This is an optimization exercise on Yosys and OpenROAD, whose aim is small area, a short achievable clock period and few clock cycles per item, not a production implementation. Function not checked in this run: the RTL went through the layout flow alone.

==> flow/design.v <==
module arctan #
	(
		parameter integer C_S00_AXIS_TDATA_WIDTH	= 32,
		parameter integer C_M00_AXIS_TDATA_WIDTH	= 32,
    parameter integer ITERATIONS = 16
	)
	(
		input wire  s00_axis_aclk, s00_axis_aresetn,
		input wire  s00_axis_tlast, s00_axis_tvalid,
		input wire [C_S00_AXIS_TDATA_WIDTH-1 : 0] s00_axis_tdata,
		input wire [(C_S00_AXIS_TDATA_WIDTH/8)-1: 0] s00_axis_tstrb,
		output logic  s00_axis_tready,
		input wire  m00_axis_aclk, m00_axis_aresetn,
		input wire  m00_axis_tready,
		output logic  m00_axis_tvalid, m00_axis_tlast,
		output logic [C_M00_AXIS_TDATA_WIDTH-1 : 0] m00_axis_tdata,
		output logic [(C_M00_AXIS_TDATA_WIDTH/8)-1: 0] m00_axis_tstrb
	);
  logic sv;   
  logic ov;   
  wire adv = ~sv;
  logic rdy;   
  assign s00_axis_tready = rdy;
  wire signed [15:0] x_in = s00_axis_tdata[15:0];
  wire signed [15:0] y_in = s00_axis_tdata[31:16];
  logic s0_v;
  logic [4:0] s0_side;
  logic signed [15:0] s0_x, s0_y;
  logic [1:0] s0_q;
  logic [0:0] s0_b;
  logic s0_sd;
  logic s0_sa;
  logic s1_v;
  logic [4:0] s1_side;
  logic signed [15:0] s1_x, s1_y;
  logic [1:0] s1_q;
  logic [1:0] s1_b;
  logic s1_sd;
  logic s1_sa;
  logic s2_v;
  logic [4:0] s2_side;
  logic signed [15:0] s2_x, s2_y;
  logic [1:0] s2_q;
  logic [2:0] s2_b;
  logic s2_sd;
  logic s2_sa;
  logic s3_v;
  logic [4:0] s3_side;
  logic signed [15:0] s3_x, s3_y;
  logic [1:0] s3_q;
  logic [3:0] s3_b;
  logic s3_sd;
  logic s3_sa;
  logic s4_v;
  logic [4:0] s4_side;
  logic signed [15:0] s4_x, s4_y;
  logic [1:0] s4_q;
  logic [4:0] s4_b;
  logic s4_sd;
  logic s4_sa;
  logic s5_v;
  logic [4:0] s5_side;
  logic signed [15:0] s5_x, s5_y;
  logic [1:0] s5_q;
  logic [5:0] s5_b;
  logic s5_sd;
  logic s5_sa;
  logic s6_v;
  logic [4:0] s6_side;
  logic signed [15:0] s6_x, s6_y;
  logic [1:0] s6_q;
  logic [6:0] s6_b;
  logic s6_sd;
  logic s6_sa;
  logic s7_v;
  logic [4:0] s7_side;
  logic signed [15:0] s7_x, s7_y;
  logic [1:0] s7_q;
  logic [7:0] s7_b;
  logic s7_sd;
  logic s7_sa;
  logic s8_v;
  logic [4:0] s8_side;
  logic signed [15:0] s8_x, s8_y;
  logic [1:0] s8_q;
  logic [8:0] s8_b;
  logic s8_sd;
  logic s8_sa;
  logic s9_v;
  logic [4:0] s9_side;
  logic signed [15:0] s9_x, s9_y;
  logic [1:0] s9_q;
  logic [9:0] s9_b;
  logic s9_sd;
  logic s9_sa;
  logic s10_v;
  logic [4:0] s10_side;
  logic signed [15:0] s10_x, s10_y;
  logic [1:0] s10_q;
  logic [10:0] s10_b;
  logic s10_sd;
  logic s10_sa;
  logic s11_v;
  logic [4:0] s11_side;
  logic signed [15:0] s11_x, s11_y;
  logic [1:0] s11_q;
  logic [11:0] s11_b;
  logic s11_sd;
  logic s11_sa;
  logic s12_v;
  logic [4:0] s12_side;
  logic signed [15:0] s12_x, s12_y;
  logic [1:0] s12_q;
  logic [12:0] s12_b;
  logic s12_sd;
  logic s12_sa;
  logic s13_v;
  logic [4:0] s13_side;
  logic signed [15:0] s13_x, s13_y;
  logic [3:0] s13_kpc;
  logic signed [18:0] s13_kk;
  logic [1:0] s13_q;
  logic [13:0] s13_b;
  logic s13_sd;
  logic s13_sa;
  logic s14_v;
  logic [4:0] s14_side;
  logic signed [18:0] s14_r;
  logic signed [4:0] s14_pc;
  logic [1:0] s14_bl;
  wire c0_neg = x_in[15];
  wire c0_yneg = y_in[15];
  logic signed [15:0] c0_xf, c0_yf;
  assign c0_xf = (x_in ^ {16{c0_neg}}) + 16'(c0_neg);
  assign c0_yf = (y_in ^ {16{c0_neg}}) + 16'(c0_neg);
  wire c0_dn0 = ~c0_yf[15];   
  logic [0:0] c0_b;
  assign c0_b = {c0_dn0};
  always_ff @(posedge s00_axis_aclk) begin
    if (s00_axis_aresetn == 1'b0) s0_v <= 1'b0;
    else if (adv) s0_v <= s00_axis_tvalid;
  end
  always_ff @(posedge s00_axis_aclk) begin
    if (adv) begin
      s0_x <= c0_xf;
      s0_y <= c0_yf;
      s0_q <= {c0_neg, c0_yneg};
      s0_b <= c0_b;
      s0_side <= {s00_axis_tlast, s00_axis_tstrb};
    end
  end
  always_ff @(posedge s00_axis_aclk) begin
    s0_sd <= adv ? ~c0_yf[15] : s0_b[0];
    s0_sa <= adv ? c0_yf[15] : s0_y[15];
  end
  wire c1_d0 = s0_b[0];   
  logic signed [15:0] c1_x1, c1_y1;
  logic signed [15:0] c1_x1_op;
  assign c1_x1_op = (s0_y >>> 0);
  logic [16:0] c1_x1_s;
  assign c1_x1_s = {s0_x, 1'b1} + {c1_x1_op ^ {16{s0_sa}}, s0_sa};
  assign c1_x1 = c1_x1_s[16:1];
  logic signed [15:0] c1_y1_op;
  assign c1_y1_op = (s0_x >>> 0);
  logic [16:0] c1_y1_s;
  assign c1_y1_s = {s0_y, 1'b1} + {c1_y1_op ^ {16{s0_sd}}, s0_sd};
  assign c1_y1 = c1_y1_s[16:1];
  wire c1_dn1 = ~c1_y1[15];   
  logic [1:0] c1_b;
  assign c1_b = {c1_dn1, s0_b};
  always_ff @(posedge s00_axis_aclk) begin
    if (s00_axis_aresetn == 1'b0) s1_v <= 1'b0;
    else if (adv) s1_v <= s0_v;
  end
  always_ff @(posedge s00_axis_aclk) begin
    if (adv) begin
      s1_x <= c1_x1;
      s1_y <= c1_y1;
      s1_q <= s0_q;
      s1_b <= c1_b;
      s1_side <= s0_side;
    end
  end
  always_ff @(posedge s00_axis_aclk) begin
    s1_sd <= adv ? ~c1_y1[15] : s1_b[1];
    s1_sa <= adv ? c1_y1[15] : s1_y[15];
  end
  wire c2_d1 = s1_b[1];   
  logic signed [15:0] c2_x2, c2_y2;
  logic signed [15:0] c2_x2_op;
  assign c2_x2_op = (s1_y >>> 1);
  logic [16:0] c2_x2_s;
  assign c2_x2_s = {s1_x, 1'b1} + {c2_x2_op ^ {16{s1_sa}}, s1_sa};
  assign c2_x2 = c2_x2_s[16:1];
  logic signed [15:0] c2_y2_op;
  assign c2_y2_op = (s1_x >>> 1);
  logic [16:0] c2_y2_s;
  assign c2_y2_s = {s1_y, 1'b1} + {c2_y2_op ^ {16{s1_sd}}, s1_sd};
  assign c2_y2 = c2_y2_s[16:1];
  wire c2_dn2 = ~c2_y2[15];   
  logic [2:0] c2_b;
  assign c2_b = {c2_dn2, s1_b};
  always_ff @(posedge s00_axis_aclk) begin
    if (s00_axis_aresetn == 1'b0) s2_v <= 1'b0;
    else if (adv) s2_v <= s1_v;
  end
  always_ff @(posedge s00_axis_aclk) begin
    if (adv) begin
      s2_x <= c2_x2;
      s2_y <= c2_y2;
      s2_q <= s1_q;
      s2_b <= c2_b;
      s2_side <= s1_side;
    end
  end
  always_ff @(posedge s00_axis_aclk) begin
    s2_sd <= adv ? ~c2_y2[15] : s2_b[2];
    s2_sa <= adv ? c2_y2[15] : s2_y[15];
  end
  wire c3_d2 = s2_b[2];   
  logic signed [15:0] c3_x3, c3_y3;
  logic signed [15:0] c3_x3_op;
  assign c3_x3_op = (s2_y >>> 2);
  logic [16:0] c3_x3_s;
  assign c3_x3_s = {s2_x, 1'b1} + {c3_x3_op ^ {16{s2_sa}}, s2_sa};
  assign c3_x3 = c3_x3_s[16:1];
  logic signed [15:0] c3_y3_op;
  assign c3_y3_op = (s2_x >>> 2);
  logic [16:0] c3_y3_s;
  assign c3_y3_s = {s2_y, 1'b1} + {c3_y3_op ^ {16{s2_sd}}, s2_sd};
  assign c3_y3 = c3_y3_s[16:1];
  wire c3_dn3 = ~c3_y3[15];   
  logic [3:0] c3_b;
  assign c3_b = {c3_dn3, s2_b};
  always_ff @(posedge s00_axis_aclk) begin
    if (s00_axis_aresetn == 1'b0) s3_v <= 1'b0;
    else if (adv) s3_v <= s2_v;
  end
  always_ff @(posedge s00_axis_aclk) begin
    if (adv) begin
      s3_x <= c3_x3;
      s3_y <= c3_y3;
      s3_q <= s2_q;
      s3_b <= c3_b;
      s3_side <= s2_side;
    end
  end
  always_ff @(posedge s00_axis_aclk) begin
    s3_sd <= adv ? ~c3_y3[15] : s3_b[3];
    s3_sa <= adv ? c3_y3[15] : s3_y[15];
  end
  wire c4_d3 = s3_b[3];   
  logic signed [15:0] c4_x4, c4_y4;
  logic signed [15:0] c4_x4_op;
  assign c4_x4_op = (s3_y >>> 3);
  logic [16:0] c4_x4_s;
  assign c4_x4_s = {s3_x, 1'b1} + {c4_x4_op ^ {16{s3_sa}}, s3_sa};
  assign c4_x4 = c4_x4_s[16:1];
  logic signed [15:0] c4_y4_op;
  assign c4_y4_op = (s3_x >>> 3);
  logic [16:0] c4_y4_s;
  assign c4_y4_s = {s3_y, 1'b1} + {c4_y4_op ^ {16{s3_sd}}, s3_sd};
  assign c4_y4 = c4_y4_s[16:1];
  wire c4_dn4 = ~c4_y4[15];   
  logic [4:0] c4_b;
  assign c4_b = {c4_dn4, s3_b};
  always_ff @(posedge s00_axis_aclk) begin
    if (s00_axis_aresetn == 1'b0) s4_v <= 1'b0;
    else if (adv) s4_v <= s3_v;
  end
  always_ff @(posedge s00_axis_aclk) begin
    if (adv) begin
      s4_x <= c4_x4;
      s4_y <= c4_y4;
      s4_q <= s3_q;
      s4_b <= c4_b;
      s4_side <= s3_side;
    end
  end
  always_ff @(posedge s00_axis_aclk) begin
    s4_sd <= adv ? ~c4_y4[15] : s4_b[4];
    s4_sa <= adv ? c4_y4[15] : s4_y[15];
  end
  wire c5_d4 = s4_b[4];   
  logic signed [15:0] c5_x5, c5_y5;
  logic signed [15:0] c5_x5_op;
  assign c5_x5_op = (s4_y >>> 4);
  logic [16:0] c5_x5_s;
  assign c5_x5_s = {s4_x, 1'b1} + {c5_x5_op ^ {16{s4_sa}}, s4_sa};
  assign c5_x5 = c5_x5_s[16:1];
  logic signed [15:0] c5_y5_op;
  assign c5_y5_op = (s4_x >>> 4);
  logic [16:0] c5_y5_s;
  assign c5_y5_s = {s4_y, 1'b1} + {c5_y5_op ^ {16{s4_sd}}, s4_sd};
  assign c5_y5 = c5_y5_s[16:1];
  wire c5_dn5 = ~c5_y5[15];   
  logic [5:0] c5_b;
  assign c5_b = {c5_dn5, s4_b};
  always_ff @(posedge s00_axis_aclk) begin
    if (s00_axis_aresetn == 1'b0) s5_v <= 1'b0;
    else if (adv) s5_v <= s4_v;
  end
  always_ff @(posedge s00_axis_aclk) begin
    if (adv) begin
      s5_x <= c5_x5;
      s5_y <= c5_y5;
      s5_q <= s4_q;
      s5_b <= c5_b;
      s5_side <= s4_side;
    end
  end
  always_ff @(posedge s00_axis_aclk) begin
    s5_sd <= adv ? ~c5_y5[15] : s5_b[5];
    s5_sa <= adv ? c5_y5[15] : s5_y[15];
  end
  wire c6_d5 = s5_b[5];   
  logic signed [15:0] c6_x6, c6_y6;
  logic signed [15:0] c6_x6_op;
  assign c6_x6_op = (s5_y >>> 5);
  logic [16:0] c6_x6_s;
  assign c6_x6_s = {s5_x, 1'b1} + {c6_x6_op ^ {16{s5_sa}}, s5_sa};
  assign c6_x6 = c6_x6_s[16:1];
  logic signed [15:0] c6_y6_op;
  assign c6_y6_op = (s5_x >>> 5);
  logic [16:0] c6_y6_s;
  assign c6_y6_s = {s5_y, 1'b1} + {c6_y6_op ^ {16{s5_sd}}, s5_sd};
  assign c6_y6 = c6_y6_s[16:1];
  wire c6_dn6 = ~c6_y6[15];   
  logic [6:0] c6_b;
  assign c6_b = {c6_dn6, s5_b};
  always_ff @(posedge s00_axis_aclk) begin
    if (s00_axis_aresetn == 1'b0) s6_v <= 1'b0;
    else if (adv) s6_v <= s5_v;
  end
  always_ff @(posedge s00_axis_aclk) begin
    if (adv) begin
      s6_x <= c6_x6;
      s6_y <= c6_y6;
      s6_q <= s5_q;
      s6_b <= c6_b;
      s6_side <= s5_side;
    end
  end
  always_ff @(posedge s00_axis_aclk) begin
    s6_sd <= adv ? ~c6_y6[15] : s6_b[6];
    s6_sa <= adv ? c6_y6[15] : s6_y[15];
  end
  wire c7_d6 = s6_b[6];   
  logic signed [15:0] c7_x7, c7_y7;
  logic signed [15:0] c7_x7_op;
  assign c7_x7_op = (s6_y >>> 6);
  logic [16:0] c7_x7_s;
  assign c7_x7_s = {s6_x, 1'b1} + {c7_x7_op ^ {16{s6_sa}}, s6_sa};
  assign c7_x7 = c7_x7_s[16:1];
  logic signed [15:0] c7_y7_op;
  assign c7_y7_op = (s6_x >>> 6);
  logic [16:0] c7_y7_s;
  assign c7_y7_s = {s6_y, 1'b1} + {c7_y7_op ^ {16{s6_sd}}, s6_sd};
  assign c7_y7 = c7_y7_s[16:1];
  wire c7_dn7 = ~c7_y7[15];   
  logic [7:0] c7_b;
  assign c7_b = {c7_dn7, s6_b};
  always_ff @(posedge s00_axis_aclk) begin
    if (s00_axis_aresetn == 1'b0) s7_v <= 1'b0;
    else if (adv) s7_v <= s6_v;
  end
  always_ff @(posedge s00_axis_aclk) begin
    if (adv) begin
      s7_x <= c7_x7;
      s7_y <= c7_y7;
      s7_q <= s6_q;
      s7_b <= c7_b;
      s7_side <= s6_side;
    end
  end
  always_ff @(posedge s00_axis_aclk) begin
    s7_sd <= adv ? ~c7_y7[15] : s7_b[7];
    s7_sa <= adv ? c7_y7[15] : s7_y[15];
  end
  wire c8_d7 = s7_b[7];   
  logic signed [15:0] c8_x8, c8_y8;
  logic signed [15:0] c8_x8_op;
  assign c8_x8_op = (s7_y >>> 7);
  logic [16:0] c8_x8_s;
  assign c8_x8_s = {s7_x, 1'b1} + {c8_x8_op ^ {16{s7_sa}}, s7_sa};
  assign c8_x8 = c8_x8_s[16:1];
  logic signed [15:0] c8_y8_op;
  assign c8_y8_op = (s7_x >>> 7);
  logic [16:0] c8_y8_s;
  assign c8_y8_s = {s7_y, 1'b1} + {c8_y8_op ^ {16{s7_sd}}, s7_sd};
  assign c8_y8 = c8_y8_s[16:1];
  wire c8_dn8 = ~c8_y8[15];   
  logic [8:0] c8_b;
  assign c8_b = {c8_dn8, s7_b};
  always_ff @(posedge s00_axis_aclk) begin
    if (s00_axis_aresetn == 1'b0) s8_v <= 1'b0;
    else if (adv) s8_v <= s7_v;
  end
  always_ff @(posedge s00_axis_aclk) begin
    if (adv) begin
      s8_x <= c8_x8;
      s8_y <= c8_y8;
      s8_q <= s7_q;
      s8_b <= c8_b;
      s8_side <= s7_side;
    end
  end
  always_ff @(posedge s00_axis_aclk) begin
    s8_sd <= adv ? ~c8_y8[15] : s8_b[8];
    s8_sa <= adv ? c8_y8[15] : s8_y[15];
  end
  wire c9_d8 = s8_b[8];   
  logic signed [15:0] c9_x9, c9_y9;
  logic signed [15:0] c9_x9_op;
  assign c9_x9_op = (s8_y >>> 8);
  logic [16:0] c9_x9_s;
  assign c9_x9_s = {s8_x, 1'b1} + {c9_x9_op ^ {16{s8_sa}}, s8_sa};
  assign c9_x9 = c9_x9_s[16:1];
  logic signed [15:0] c9_y9_op;
  assign c9_y9_op = (s8_x >>> 8);
  logic [16:0] c9_y9_s;
  assign c9_y9_s = {s8_y, 1'b1} + {c9_y9_op ^ {16{s8_sd}}, s8_sd};
  assign c9_y9 = c9_y9_s[16:1];
  wire c9_dn9 = ~c9_y9[15];   
  logic [9:0] c9_b;
  assign c9_b = {c9_dn9, s8_b};
  always_ff @(posedge s00_axis_aclk) begin
    if (s00_axis_aresetn == 1'b0) s9_v <= 1'b0;
    else if (adv) s9_v <= s8_v;
  end
  always_ff @(posedge s00_axis_aclk) begin
    if (adv) begin
      s9_x <= c9_x9;
      s9_y <= c9_y9;
      s9_q <= s8_q;
      s9_b <= c9_b;
      s9_side <= s8_side;
    end
  end
  always_ff @(posedge s00_axis_aclk) begin
    s9_sd <= adv ? ~c9_y9[15] : s9_b[9];
    s9_sa <= adv ? c9_y9[15] : s9_y[15];
  end
  wire c10_d9 = s9_b[9];   
  logic signed [15:0] c10_x10, c10_y10;
  logic signed [15:0] c10_x10_op;
  assign c10_x10_op = (s9_y >>> 9);
  logic [16:0] c10_x10_s;
  assign c10_x10_s = {s9_x, 1'b1} + {c10_x10_op ^ {16{s9_sa}}, s9_sa};
  assign c10_x10 = c10_x10_s[16:1];
  logic signed [15:0] c10_y10_op;
  assign c10_y10_op = (s9_x >>> 9);
  logic [16:0] c10_y10_s;
  assign c10_y10_s = {s9_y, 1'b1} + {c10_y10_op ^ {16{s9_sd}}, s9_sd};
  assign c10_y10 = c10_y10_s[16:1];
  wire c10_dn10 = ~c10_y10[15];   
  logic [10:0] c10_b;
  assign c10_b = {c10_dn10, s9_b};
  always_ff @(posedge s00_axis_aclk) begin
    if (s00_axis_aresetn == 1'b0) s10_v <= 1'b0;
    else if (adv) s10_v <= s9_v;
  end
  always_ff @(posedge s00_axis_aclk) begin
    if (adv) begin
      s10_x <= c10_x10;
      s10_y <= c10_y10;
      s10_q <= s9_q;
      s10_b <= c10_b;
      s10_side <= s9_side;
    end
  end
  always_ff @(posedge s00_axis_aclk) begin
    s10_sd <= adv ? ~c10_y10[15] : s10_b[10];
    s10_sa <= adv ? c10_y10[15] : s10_y[15];
  end
  wire c11_d10 = s10_b[10];   
  logic signed [15:0] c11_x11, c11_y11;
  logic signed [15:0] c11_x11_op;
  assign c11_x11_op = (s10_y >>> 10);
  logic [16:0] c11_x11_s;
  assign c11_x11_s = {s10_x, 1'b1} + {c11_x11_op ^ {16{s10_sa}}, s10_sa};
  assign c11_x11 = c11_x11_s[16:1];
  logic signed [15:0] c11_y11_op;
  assign c11_y11_op = (s10_x >>> 10);
  logic [16:0] c11_y11_s;
  assign c11_y11_s = {s10_y, 1'b1} + {c11_y11_op ^ {16{s10_sd}}, s10_sd};
  assign c11_y11 = c11_y11_s[16:1];
  wire c11_dn11 = ~c11_y11[15];   
  logic [11:0] c11_b;
  assign c11_b = {c11_dn11, s10_b};
  always_ff @(posedge s00_axis_aclk) begin
    if (s00_axis_aresetn == 1'b0) s11_v <= 1'b0;
    else if (adv) s11_v <= s10_v;
  end
  always_ff @(posedge s00_axis_aclk) begin
    if (adv) begin
      s11_x <= c11_x11;
      s11_y <= c11_y11;
      s11_q <= s10_q;
      s11_b <= c11_b;
      s11_side <= s10_side;
    end
  end
  always_ff @(posedge s00_axis_aclk) begin
    s11_sd <= adv ? ~c11_y11[15] : s11_b[11];
    s11_sa <= adv ? c11_y11[15] : s11_y[15];
  end
  wire c12_d11 = s11_b[11];   
  logic signed [15:0] c12_x12, c12_y12;
  logic signed [15:0] c12_x12_op;
  assign c12_x12_op = (s11_y >>> 11);
  logic [16:0] c12_x12_s;
  assign c12_x12_s = {s11_x, 1'b1} + {c12_x12_op ^ {16{s11_sa}}, s11_sa};
  assign c12_x12 = c12_x12_s[16:1];
  logic signed [15:0] c12_y12_op;
  assign c12_y12_op = (s11_x >>> 11);
  logic [16:0] c12_y12_s;
  assign c12_y12_s = {s11_y, 1'b1} + {c12_y12_op ^ {16{s11_sd}}, s11_sd};
  assign c12_y12 = c12_y12_s[16:1];
  wire c12_dn12 = ~c12_y12[15];   
  logic [12:0] c12_b;
  assign c12_b = {c12_dn12, s11_b};
  always_ff @(posedge s00_axis_aclk) begin
    if (s00_axis_aresetn == 1'b0) s12_v <= 1'b0;
    else if (adv) s12_v <= s11_v;
  end
  always_ff @(posedge s00_axis_aclk) begin
    if (adv) begin
      s12_x <= c12_x12;
      s12_y <= c12_y12;
      s12_q <= s11_q;
      s12_b <= c12_b;
      s12_side <= s11_side;
    end
  end
  always_ff @(posedge s00_axis_aclk) begin
    s12_sd <= adv ? ~c12_y12[15] : s12_b[12];
    s12_sa <= adv ? c12_y12[15] : s12_y[15];
  end
  wire c13_d12 = s12_b[12];   
  logic signed [15:0] c13_x13, c13_y13;
  logic signed [15:0] c13_x13_op;
  assign c13_x13_op = (s12_y >>> 12);
  logic [16:0] c13_x13_s;
  assign c13_x13_s = {s12_x, 1'b1} + {c13_x13_op ^ {16{s12_sa}}, s12_sa};
  assign c13_x13 = c13_x13_s[16:1];
  logic signed [15:0] c13_y13_op;
  assign c13_y13_op = (s12_x >>> 12);
  logic [16:0] c13_y13_s;
  assign c13_y13_s = {s12_y, 1'b1} + {c13_y13_op ^ {16{s12_sd}}, s12_sd};
  assign c13_y13 = c13_y13_s[16:1];
  logic signed [18:0] c13_k, c13_k0, c13_k1, c13_k2;
  assign c13_k0 = (s12_b[4] ? (s12_b[3] ? (s12_b[2] ? (s12_b[1] ? (s12_b[0] ? 19'sd53037 : 19'sd1567) : (s12_b[0] ? 19'sd22653 : -19'sd28817)) : (s12_b[1] ? (s12_b[0] ? 19'sd36983 : -19'sd14487) : (s12_b[0] ? 19'sd6599 : -19'sd44871))) : (s12_b[2] ? (s12_b[1] ? (s12_b[0] ? 19'sd44889 : -19'sd6581) : (s12_b[0] ? 19'sd14505 : -19'sd36965)) : (s12_b[1] ? (s12_b[0] ? 19'sd28835 : -19'sd22635) : (s12_b[0] ? -19'sd1549 : -19'sd53019)))) : (s12_b[3] ? (s12_b[2] ? (s12_b[1] ? (s12_b[0] ? 19'sd48947 : -19'sd2523) : (s12_b[0] ? 19'sd18563 : -19'sd32907)) : (s12_b[1] ? (s12_b[0] ? 19'sd32893 : -19'sd18577) : (s12_b[0] ? 19'sd2509 : -19'sd48961))) : (s12_b[2] ? (s12_b[1] ? (s12_b[0] ? 19'sd40799 : -19'sd10671) : (s12_b[0] ? 19'sd10415 : -19'sd41055)) : (s12_b[1] ? (s12_b[0] ? 19'sd24745 : -19'sd26725) : (s12_b[0] ? -19'sd5639 : -19'sd57109)))));
  assign c13_k1 = (s12_b[4] ? (s12_b[3] ? (s12_b[2] ? (s12_b[1] ? (s12_b[0] ? 19'sd155980 : 19'sd104510) : (s12_b[0] ? 19'sd125596 : 19'sd74126)) : (s12_b[1] ? (s12_b[0] ? 19'sd139926 : 19'sd88456) : (s12_b[0] ? 19'sd109542 : 19'sd58072))) : (s12_b[2] ? (s12_b[1] ? (s12_b[0] ? 19'sd147832 : 19'sd96362) : (s12_b[0] ? 19'sd117448 : 19'sd65978)) : (s12_b[1] ? (s12_b[0] ? 19'sd131778 : 19'sd80308) : (s12_b[0] ? 19'sd101394 : 19'sd49924)))) : (s12_b[3] ? (s12_b[2] ? (s12_b[1] ? (s12_b[0] ? 19'sd151890 : 19'sd100420) : (s12_b[0] ? 19'sd121506 : 19'sd70036)) : (s12_b[1] ? (s12_b[0] ? 19'sd135836 : 19'sd84366) : (s12_b[0] ? 19'sd105452 : 19'sd53982))) : (s12_b[2] ? (s12_b[1] ? (s12_b[0] ? 19'sd143742 : 19'sd92272) : (s12_b[0] ? 19'sd113358 : 19'sd61888)) : (s12_b[1] ? (s12_b[0] ? 19'sd127688 : 19'sd76218) : (s12_b[0] ? 19'sd97304 : 19'sd45834)))));
  assign c13_k2 = (s12_b[4] ? (s12_b[3] ? (s12_b[2] ? (s12_b[1] ? (s12_b[0] ? -19'sd49906 : -19'sd101376) : (s12_b[0] ? -19'sd80290 : -19'sd131760)) : (s12_b[1] ? (s12_b[0] ? -19'sd65960 : -19'sd117430) : (s12_b[0] ? -19'sd96344 : -19'sd147814))) : (s12_b[2] ? (s12_b[1] ? (s12_b[0] ? -19'sd58054 : -19'sd109524) : (s12_b[0] ? -19'sd88438 : -19'sd139908)) : (s12_b[1] ? (s12_b[0] ? -19'sd74108 : -19'sd125578) : (s12_b[0] ? -19'sd104492 : -19'sd155962)))) : (s12_b[3] ? (s12_b[2] ? (s12_b[1] ? (s12_b[0] ? -19'sd53996 : -19'sd105466) : (s12_b[0] ? -19'sd84380 : -19'sd135850)) : (s12_b[1] ? (s12_b[0] ? -19'sd70050 : -19'sd121520) : (s12_b[0] ? -19'sd100434 : -19'sd151904))) : (s12_b[2] ? (s12_b[1] ? (s12_b[0] ? -19'sd62144 : -19'sd113614) : (s12_b[0] ? -19'sd92528 : -19'sd143998)) : (s12_b[1] ? (s12_b[0] ? -19'sd78198 : -19'sd129668) : (s12_b[0] ? -19'sd108582 : -19'sd160052)))));
  assign c13_k = s12_q[1] ? (s12_q[0] ? c13_k2 : c13_k1) : c13_k0;
  logic [3:0] c13_pc;
  assign c13_pc = (s12_b[12] ? (s12_b[11] ? (s12_b[10] ? (s12_b[9] ? (s12_b[8] ? (s12_b[7] ? (s12_b[6] ? (s12_b[5] ? 4'd8 : 4'd7) : (s12_b[5] ? 4'd7 : 4'd6)) : (s12_b[6] ? (s12_b[5] ? 4'd7 : 4'd6) : (s12_b[5] ? 4'd6 : 4'd5))) : (s12_b[7] ? (s12_b[6] ? (s12_b[5] ? 4'd7 : 4'd6) : (s12_b[5] ? 4'd6 : 4'd5)) : (s12_b[6] ? (s12_b[5] ? 4'd6 : 4'd5) : (s12_b[5] ? 4'd5 : 4'd4)))) : (s12_b[8] ? (s12_b[7] ? (s12_b[6] ? (s12_b[5] ? 4'd7 : 4'd6) : (s12_b[5] ? 4'd6 : 4'd5)) : (s12_b[6] ? (s12_b[5] ? 4'd6 : 4'd5) : (s12_b[5] ? 4'd5 : 4'd4))) : (s12_b[7] ? (s12_b[6] ? (s12_b[5] ? 4'd6 : 4'd5) : (s12_b[5] ? 4'd5 : 4'd4)) : (s12_b[6] ? (s12_b[5] ? 4'd5 : 4'd4) : (s12_b[5] ? 4'd4 : 4'd3))))) : (s12_b[9] ? (s12_b[8] ? (s12_b[7] ? (s12_b[6] ? (s12_b[5] ? 4'd7 : 4'd6) : (s12_b[5] ? 4'd6 : 4'd5)) : (s12_b[6] ? (s12_b[5] ? 4'd6 : 4'd5) : (s12_b[5] ? 4'd5 : 4'd4))) : (s12_b[7] ? (s12_b[6] ? (s12_b[5] ? 4'd6 : 4'd5) : (s12_b[5] ? 4'd5 : 4'd4)) : (s12_b[6] ? (s12_b[5] ? 4'd5 : 4'd4) : (s12_b[5] ? 4'd4 : 4'd3)))) : (s12_b[8] ? (s12_b[7] ? (s12_b[6] ? (s12_b[5] ? 4'd6 : 4'd5) : (s12_b[5] ? 4'd5 : 4'd4)) : (s12_b[6] ? (s12_b[5] ? 4'd5 : 4'd4) : (s12_b[5] ? 4'd4 : 4'd3))) : (s12_b[7] ? (s12_b[6] ? (s12_b[5] ? 4'd5 : 4'd4) : (s12_b[5] ? 4'd4 : 4'd3)) : (s12_b[6] ? (s12_b[5] ? 4'd4 : 4'd3) : (s12_b[5] ? 4'd3 : 4'd2)))))) : (s12_b[10] ? (s12_b[9] ? (s12_b[8] ? (s12_b[7] ? (s12_b[6] ? (s12_b[5] ? 4'd7 : 4'd6) : (s12_b[5] ? 4'd6 : 4'd5)) : (s12_b[6] ? (s12_b[5] ? 4'd6 : 4'd5) : (s12_b[5] ? 4'd5 : 4'd4))) : (s12_b[7] ? (s12_b[6] ? (s12_b[5] ? 4'd6 : 4'd5) : (s12_b[5] ? 4'd5 : 4'd4)) : (s12_b[6] ? (s12_b[5] ? 4'd5 : 4'd4) : (s12_b[5] ? 4'd4 : 4'd3)))) : (s12_b[8] ? (s12_b[7] ? (s12_b[6] ? (s12_b[5] ? 4'd6 : 4'd5) : (s12_b[5] ? 4'd5 : 4'd4)) : (s12_b[6] ? (s12_b[5] ? 4'd5 : 4'd4) : (s12_b[5] ? 4'd4 : 4'd3))) : (s12_b[7] ? (s12_b[6] ? (s12_b[5] ? 4'd5 : 4'd4) : (s12_b[5] ? 4'd4 : 4'd3)) : (s12_b[6] ? (s12_b[5] ? 4'd4 : 4'd3) : (s12_b[5] ? 4'd3 : 4'd2))))) : (s12_b[9] ? (s12_b[8] ? (s12_b[7] ? (s12_b[6] ? (s12_b[5] ? 4'd6 : 4'd5) : (s12_b[5] ? 4'd5 : 4'd4)) : (s12_b[6] ? (s12_b[5] ? 4'd5 : 4'd4) : (s12_b[5] ? 4'd4 : 4'd3))) : (s12_b[7] ? (s12_b[6] ? (s12_b[5] ? 4'd5 : 4'd4) : (s12_b[5] ? 4'd4 : 4'd3)) : (s12_b[6] ? (s12_b[5] ? 4'd4 : 4'd3) : (s12_b[5] ? 4'd3 : 4'd2)))) : (s12_b[8] ? (s12_b[7] ? (s12_b[6] ? (s12_b[5] ? 4'd5 : 4'd4) : (s12_b[5] ? 4'd4 : 4'd3)) : (s12_b[6] ? (s12_b[5] ? 4'd4 : 4'd3) : (s12_b[5] ? 4'd3 : 4'd2))) : (s12_b[7] ? (s12_b[6] ? (s12_b[5] ? 4'd4 : 4'd3) : (s12_b[5] ? 4'd3 : 4'd2)) : (s12_b[6] ? (s12_b[5] ? 4'd3 : 4'd2) : (s12_b[5] ? 4'd2 : 4'd1))))))) : (s12_b[11] ? (s12_b[10] ? (s12_b[9] ? (s12_b[8] ? (s12_b[7] ? (s12_b[6] ? (s12_b[5] ? 4'd7 : 4'd6) : (s12_b[5] ? 4'd6 : 4'd5)) : (s12_b[6] ? (s12_b[5] ? 4'd6 : 4'd5) : (s12_b[5] ? 4'd5 : 4'd4))) : (s12_b[7] ? (s12_b[6] ? (s12_b[5] ? 4'd6 : 4'd5) : (s12_b[5] ? 4'd5 : 4'd4)) : (s12_b[6] ? (s12_b[5] ? 4'd5 : 4'd4) : (s12_b[5] ? 4'd4 : 4'd3)))) : (s12_b[8] ? (s12_b[7] ? (s12_b[6] ? (s12_b[5] ? 4'd6 : 4'd5) : (s12_b[5] ? 4'd5 : 4'd4)) : (s12_b[6] ? (s12_b[5] ? 4'd5 : 4'd4) : (s12_b[5] ? 4'd4 : 4'd3))) : (s12_b[7] ? (s12_b[6] ? (s12_b[5] ? 4'd5 : 4'd4) : (s12_b[5] ? 4'd4 : 4'd3)) : (s12_b[6] ? (s12_b[5] ? 4'd4 : 4'd3) : (s12_b[5] ? 4'd3 : 4'd2))))) : (s12_b[9] ? (s12_b[8] ? (s12_b[7] ? (s12_b[6] ? (s12_b[5] ? 4'd6 : 4'd5) : (s12_b[5] ? 4'd5 : 4'd4)) : (s12_b[6] ? (s12_b[5] ? 4'd5 : 4'd4) : (s12_b[5] ? 4'd4 : 4'd3))) : (s12_b[7] ? (s12_b[6] ? (s12_b[5] ? 4'd5 : 4'd4) : (s12_b[5] ? 4'd4 : 4'd3)) : (s12_b[6] ? (s12_b[5] ? 4'd4 : 4'd3) : (s12_b[5] ? 4'd3 : 4'd2)))) : (s12_b[8] ? (s12_b[7] ? (s12_b[6] ? (s12_b[5] ? 4'd5 : 4'd4) : (s12_b[5] ? 4'd4 : 4'd3)) : (s12_b[6] ? (s12_b[5] ? 4'd4 : 4'd3) : (s12_b[5] ? 4'd3 : 4'd2))) : (s12_b[7] ? (s12_b[6] ? (s12_b[5] ? 4'd4 : 4'd3) : (s12_b[5] ? 4'd3 : 4'd2)) : (s12_b[6] ? (s12_b[5] ? 4'd3 : 4'd2) : (s12_b[5] ? 4'd2 : 4'd1)))))) : (s12_b[10] ? (s12_b[9] ? (s12_b[8] ? (s12_b[7] ? (s12_b[6] ? (s12_b[5] ? 4'd6 : 4'd5) : (s12_b[5] ? 4'd5 : 4'd4)) : (s12_b[6] ? (s12_b[5] ? 4'd5 : 4'd4) : (s12_b[5] ? 4'd4 : 4'd3))) : (s12_b[7] ? (s12_b[6] ? (s12_b[5] ? 4'd5 : 4'd4) : (s12_b[5] ? 4'd4 : 4'd3)) : (s12_b[6] ? (s12_b[5] ? 4'd4 : 4'd3) : (s12_b[5] ? 4'd3 : 4'd2)))) : (s12_b[8] ? (s12_b[7] ? (s12_b[6] ? (s12_b[5] ? 4'd5 : 4'd4) : (s12_b[5] ? 4'd4 : 4'd3)) : (s12_b[6] ? (s12_b[5] ? 4'd4 : 4'd3) : (s12_b[5] ? 4'd3 : 4'd2))) : (s12_b[7] ? (s12_b[6] ? (s12_b[5] ? 4'd4 : 4'd3) : (s12_b[5] ? 4'd3 : 4'd2)) : (s12_b[6] ? (s12_b[5] ? 4'd3 : 4'd2) : (s12_b[5] ? 4'd2 : 4'd1))))) : (s12_b[9] ? (s12_b[8] ? (s12_b[7] ? (s12_b[6] ? (s12_b[5] ? 4'd5 : 4'd4) : (s12_b[5] ? 4'd4 : 4'd3)) : (s12_b[6] ? (s12_b[5] ? 4'd4 : 4'd3) : (s12_b[5] ? 4'd3 : 4'd2))) : (s12_b[7] ? (s12_b[6] ? (s12_b[5] ? 4'd4 : 4'd3) : (s12_b[5] ? 4'd3 : 4'd2)) : (s12_b[6] ? (s12_b[5] ? 4'd3 : 4'd2) : (s12_b[5] ? 4'd2 : 4'd1)))) : (s12_b[8] ? (s12_b[7] ? (s12_b[6] ? (s12_b[5] ? 4'd4 : 4'd3) : (s12_b[5] ? 4'd3 : 4'd2)) : (s12_b[6] ? (s12_b[5] ? 4'd3 : 4'd2) : (s12_b[5] ? 4'd2 : 4'd1))) : (s12_b[7] ? (s12_b[6] ? (s12_b[5] ? 4'd3 : 4'd2) : (s12_b[5] ? 4'd2 : 4'd1)) : (s12_b[6] ? (s12_b[5] ? 4'd2 : 4'd1) : (s12_b[5] ? 4'd1 : 4'd0))))))));
  wire c13_dn13 = ~c13_y13[15];   
  logic [13:0] c13_b;
  assign c13_b = {c13_dn13, s12_b};
  always_ff @(posedge s00_axis_aclk) begin
    if (s00_axis_aresetn == 1'b0) s13_v <= 1'b0;
    else if (adv) s13_v <= s12_v;
  end
  always_ff @(posedge s00_axis_aclk) begin
    if (adv) begin
      s13_x <= c13_x13;
      s13_y <= c13_y13;
      s13_kpc <= c13_pc;
      s13_kk <= c13_k;
      s13_q <= s12_q;
      s13_b <= c13_b;
      s13_side <= s12_side;
    end
  end
  always_ff @(posedge s00_axis_aclk) begin
    s13_sd <= adv ? ~c13_y13[15] : s13_b[13];
    s13_sa <= adv ? c13_y13[15] : s13_y[15];
  end
  wire c14_d13 = s13_b[13];   
  logic signed [15:0] c14_y14;
  logic signed [15:0] c14_y14_op;
  assign c14_y14_op = (s13_x >>> 13);
  logic [16:0] c14_y14_s;
  assign c14_y14_s = {s13_y, 1'b1} + {c14_y14_op ^ {16{s13_sd}}, s13_sd};
  assign c14_y14 = c14_y14_s[16:1];
  wire c14_d14 = ~c14_y14[15];   
  logic signed [18:0] c14_k;
  assign c14_k = s13_kk;
  logic [18:0] c14_bv;
  assign c14_bv = {1'b0, 1'b0, 1'b0, 1'b0, 1'b0, 1'b0, 1'b0, s13_b[5], s13_b[6], s13_b[7], s13_b[8], s13_b[9], s13_b[10], s13_b[11], s13_b[12], 1'b0, 1'b0, 1'b0, 1'b0};
  logic signed [18:0] c14_r;
  logic [8:0] c14_lo;
  assign c14_lo = {1'b0, c14_k[11:4]} + {1'b0, c14_bv[11:4]};
  logic [6:0] c14_h0, c14_h1;
  assign c14_h0 = c14_k[18:12];
  assign c14_h1 = c14_k[18:12] + 7'd1;
  assign c14_r = {c14_lo[8] ? c14_h1 : c14_h0, c14_lo[7:0], c14_k[3:0]};
  logic [3:0] c14_pc;
  assign c14_pc = s13_kpc;
  logic signed [4:0] c14_t;
  assign c14_t = {3'b000, s13_b[13], s13_b[13]} - {1'b0, c14_pc};
  logic [14:0] c14_b;
  assign c14_b = {c14_d14, s13_b};
  always_ff @(posedge s00_axis_aclk) begin
    if (s00_axis_aresetn == 1'b0) s14_v <= 1'b0;
    else if (adv) s14_v <= s13_v;
  end
  always_ff @(posedge s00_axis_aclk) begin
    if (adv) begin
      s14_r <= c14_r;
      s14_pc <= c14_t;
      s14_bl <= c14_b[14:13];
      s14_side <= s13_side;
    end
  end
  logic signed [18:0] c15_ph;
  logic [18:0] c15_su;
  assign c15_su = {s14_r[18:1], 1'b1} + {18'(s14_pc), s14_bl[1]};
  assign c15_ph = {c15_su[18:1], s14_r[0]};
      logic signed [18:0] o_ph;
      logic signed [18:0] k_ph;
      logic [4:0] o_side, k_side;
      wire push = adv & s14_v;
      wire load_o = m00_axis_tready | ~ov;
      always_ff @(posedge s00_axis_aclk) begin
        if (s00_axis_aresetn == 1'b0) begin
          ov <= 1'b0;
          sv <= 1'b0;
        end else if (load_o) begin
          ov <= sv | push;
          sv <= 1'b0;
        end else begin
          sv <= sv | push;
        end
      end
  always_ff @(posedge s00_axis_aclk) begin
    if (s00_axis_aresetn == 1'b0) rdy <= 1'b1;
    else if (load_o) rdy <= 1'b1;
    else rdy <= ~(sv | push);
  end
      always_ff @(posedge s00_axis_aclk) begin
        if (load_o) begin
          o_ph <= sv ? 19'(k_ph) : c15_ph;
          o_side <= sv ? k_side : s14_side;
        end
        if (adv) begin
          k_ph <= c15_ph;
          k_side <= s14_side;
        end
      end
      assign m00_axis_tvalid = ov;
  logic [12:0] o_sx;
  always_ff @(posedge s00_axis_aclk) begin
    o_sx[0] <= load_o ? (sv ? k_ph[18] : c15_ph[18]) : o_ph[18];
    for (int i = 1; i < 13; i++) o_sx[i] <= load_o ? (sv ? k_ph[18] : c15_ph[18]) : o_sx[i-1];
  end
  assign m00_axis_tdata = {o_sx, o_ph};
      assign m00_axis_tlast = o_side[4];
      assign m00_axis_tstrb = o_side[3:0];
    endmodule
==> flow/run.sh <==
#!/bin/bash
# synth_recipe.tcl (not shown) runs the flow's synth.tcl, then flattens the netlist and writes it again
# the make line also repeats each setting of config.mk as NAME=value (left out here)
make -C /OpenROAD-flow-scripts/flow DESIGN_CONFIG=/design/flow/config.mk WORK_HOME=/design/flow/orfs CLKGATE_MAP_FILE= SYNTH_SCRIPT=/design/flow/synth_recipe.tcl finish
==> flow/config.mk <==
export PLATFORM = sky130hd
export DESIGN_NAME = arctan
export DESIGN_NICKNAME = arctan
export VERILOG_FILES = /design/flow/design.v
export SDC_FILE = /design/flow/constraint.sdc
export NUM_CORES = 4
export LEC_CHECK = 0
export ABC_AREA = 1
export CAP_MARGIN = 20
export CORE_MARGIN = 2
export CORE_UTILIZATION = 40
export SETUP_SLACK_MARGIN = 2.5
export SLEW_MARGIN = 20
==> flow/constraint.sdc <==
create_clock -name core_clock -period 5.0 [get_ports {s00_axis_aclk}]
set_input_delay 1.0000 -clock core_clock [delete_from_list [all_inputs] [get_ports {s00_axis_aclk}]]
set_output_delay 1.0000 -clock core_clock [all_outputs]
set_load 0.01 [all_outputs]
==> run_results.csv <==
group,metric,value,unit
status,status,"finished clean",
sta,period_needed,2.43,ns
finish,regArea,23000,µm²
sta,fin_crit_sh,48.5,%
setup_path,start_kind,"flop",
synthesis,synth.largest_area_cell,"edfxtp_1",
finish,nets,5935,
sta,fmax,412,MHz
synthesis,synth_seq_area_share,45.7,%
die,ios,82,
setup_path,rr_worst_depth,10,
setup_path,required,4.00,ns
routing,vias,35484,
global_routing,antenna_found_initial,1,
clocking,clockBufferDepth,3,
setup_path,timing.rr.end,"s11_y[15]",
synthesis,ys_ff_latch,789,
setup_path,rr_startpoint,"s10_x[15]",
routing,first_iter_violations,2069,
synthesis,ys.flop_type,"edfxtp_1",
synthesis,synthDominantCellAreaShare,42.4,%
routing,first_pass_iters,7,
global_routing,grt_usage,17.2,%
run,cap_viol_max_count,0,
finish,final_area,56600,µm²
die,dieArea,128000,µm²
global_routing,grt_max_degree,244,
setup_path,slowest_delay,0.55,ns
die,core,124000,µm²
finish,nFillCells,11793,
clocking,clock-sinks,789,
finish,layout_common_cells,"1065 x nand2_1, 708 x edfxtp_1, 591 x xor2_1",
global_routing,grt_pass1_wl,178000,µm
routing,route.detailed.drc,0,
finish,final_core_util,45.7,%
synthesis,syn_inst,5272,
setup_path,worstPathArrival,1.43,ns
finish,final_common_cell,"nand2_1",
placed_design,dp_hpwl,84400,µm
finish,instances_no_fill,7145,
synthesis,ys.warnings.count,1,
clocking,cts_buffers,89,
sta,fin_skew,0.0272,ns
synthesis,async_flop_share,0,%
synthesis,yosys-top-cells-area,"edfxtp_1 42%, ha_1 11%, xor2_1 11%",
worst_hold_path,hold_depth,0,
worst_hold_path,min_from,"s11_side[2]",
sta,final_max_slew_viol_count,0,
synthesis,synth_nets,5776,
finish,drive_gt1_share,5.59,%
setup_path,r2r_slack,2.60,ns
clocking,h-tree-depth,3,
sta,fin_setup_tns,0,ns
die,row_count,129,
setup_path,worst-path-buf-inv,1,
global_routing,grt_pass1_vias,33720,
synthesis,synth.avg_cell_area,9.50,µm²
routing,avgRoutedWirePerCell,15.7,µm
clocking,clk_latency,0.67,ns
die,die_h,358,µm
synthesis,synth_cell_types,57,
synthesis,synthesis.area,50100,µm²
finish,multi_input_area,25500,µm²
routing,routed_wl,112000,µm
placed_design,place_congestion,0.904,
setup_path,critPathSlowestCell,"edfxtp_1",
worst_hold_path,hold_end,"s12_side[2]",
setup_path,cp-end-kind,"output port",
clocking,cts_tree,"built",
placed_design,detailed_place.area,52700,µm²
routing,viasPerCell,4.97,
die,die_w,358,µm
finish,syn2layout_area_growth,13.0,%
synthesis,synth_edf_count,708,
die,start_util,40.4,%
setup_path,crit_type,"reg2out",
setup_path,path_cells,"buf_2",
setup_path,crit_family,"flip-flops",
placed_design,placed_cells,6921,
clocking,clk_pin_slew_worst_paths,0.07,ns
clocking,hold_buffers,0,
sta,hold_viol,0,
sta,rsz0062_at_grt,"true",
routing,ant_nets,0,
placed_design,portBuffers,79,
sta,worstMarginPinSlew,1.01,ns
global_routing,grt-ovfl-total,0,
clocking,ctsRootBufferMaster,"clkbuf_16",
worst_hold_path,hold_class,"reg2reg",
sta,setup_viol,0,
setup_path,crit_fanout,1,
sta,maxSlewHeadroom,32.9,%
-- Yosys cell counts (3+ instances only) --
master,instances
nor2_2,4
dfxtp_1,81
or2_2,12
nand3_2,4
inv_1,472
nor3b_1,3
o21bai_1,39
o211ai_1,9
xor2_4,3
o21a_1,4
a21o_1,61
clkbuf_1,26
a211oi_1,11
fa_1,5
buf_2,24
a31oi_1,19
o21ai_1,10
nand3b_1,24
nor2_1,290
buf_1,9
nand4_1,28
a21boi_0,37
nand3_1,325
o31ai_1,24
a21oi_1,431
xor2_1,609
nor4_1,4
nand2_1,1066
o22ai_1,4
and2_1,9
xnor2_1,124
ha_1,456
o21ai_0,243
buf_4,11
edfxtp_1,708
nor3_1,57
-- per-stage QoR --
stage	hold WS (ns)	setup slack [ns]
3_5_place_dp	0.405	1.68
4_1_cts	0.408	2.50
6_report	0.412	2.57
2_1_floorplan	0.400	2.36
5_1_grt	0.418	2.48
3_3_place_gp	0.402	1.67
-- cell type report --
type	instances	share of cell area [%]
repair inverters	1	0.0199
clock buffers	116	4.33
flip-flops and latches	789	40.6
inverters	476	3.21
diodes	3	0.0133
multi-input cells	3934	45.0
clock inverters	49	0.911
well taps	1637	3.62
repair buffers	140	2.32
-- worst max path at each step --
| stage | startpoint | to | slack (ns) | cells past startpoint |
|---|---|---|---|---|
| 2_1_floorplan | sv | s0_q[0] | 2.36 | 3 |
| 3_3_place_gp | m00_axis_tready | o_sx[6] | 1.67 | 7 |
| 3_5_place_dp | m00_axis_tready | o_sx[4] | 1.68 | 7 |
| 4_1_cts | s6_sd | s7_b[7] | 2.50 | 10 |
| 5_1_grt | s6_x[7] | s7_b[7] | 2.48 | 11 |
| 6_report | o_side[3] | m00_axis_tstrb[3] | 2.57 | 1 |
-- flip-flops by register name, summed over array words and instances (netlist names), 19 cells and up --
signal / flops
s14_r: 19
o_ph: 19
k_ph: 19
s13_kk: 19
-- repair_timing --
| action | 4_1_cts | 5_1_grt |
|---|---|---|
| pin swaps | 0 | 17 |
| cloned | 0 | 2 |
| endpoints found under the setup margin | 313 | 231 |
| gates resized for setup | 101 | 70 |
| setup buffers | 8 | 46 |
-- routing by layer --
layer	GRT usage, %	wire length, µm
met1	23.0	52700
met2	29.4	53300
met3	2.31	3470
met4	4.31	2410
met5	0	0
-- logic make-up after synthesis --
family | Yosys count | synth area share (%)
xor+xnor | 736 | 13.0
mux | 1 | 0.0225
buf+inv | 550 | 4.36
flops | 789 | 45.7
simple gates | 1830 | 15.2
compound gates | 905 | 10.1
fa+ha+maj | 461 | 11.6

separate check: timing with driven ports:
The flow's constraints put no driver on any port. The routed layout listed below was extracted and timed again, unchanged, in two steps.
Step 1 assumes that a clkbuf_16 drives the clock port and a buf_2 every other input.
Step 2, shift: input delay + t, output delay - t, t = (earliest + latest rising clock arrival at the registers) / 2. This alone moves slack from input paths to output paths.
a / b / c = ideal ports / drivers / drivers and shift; a / b = the first two.
shift t [ns]: 0.726
slack for setup (ns): 2.573 / 2.502 / 1.945
latest minus earliest clock arrival (ns): 0.028 / 0.027
pins driven straight from the clock port: 1
After both steps this run still meets setup and hold. The setup slack of this run moves by -0.071 ns with the drivers and by -0.628 ns with both steps.
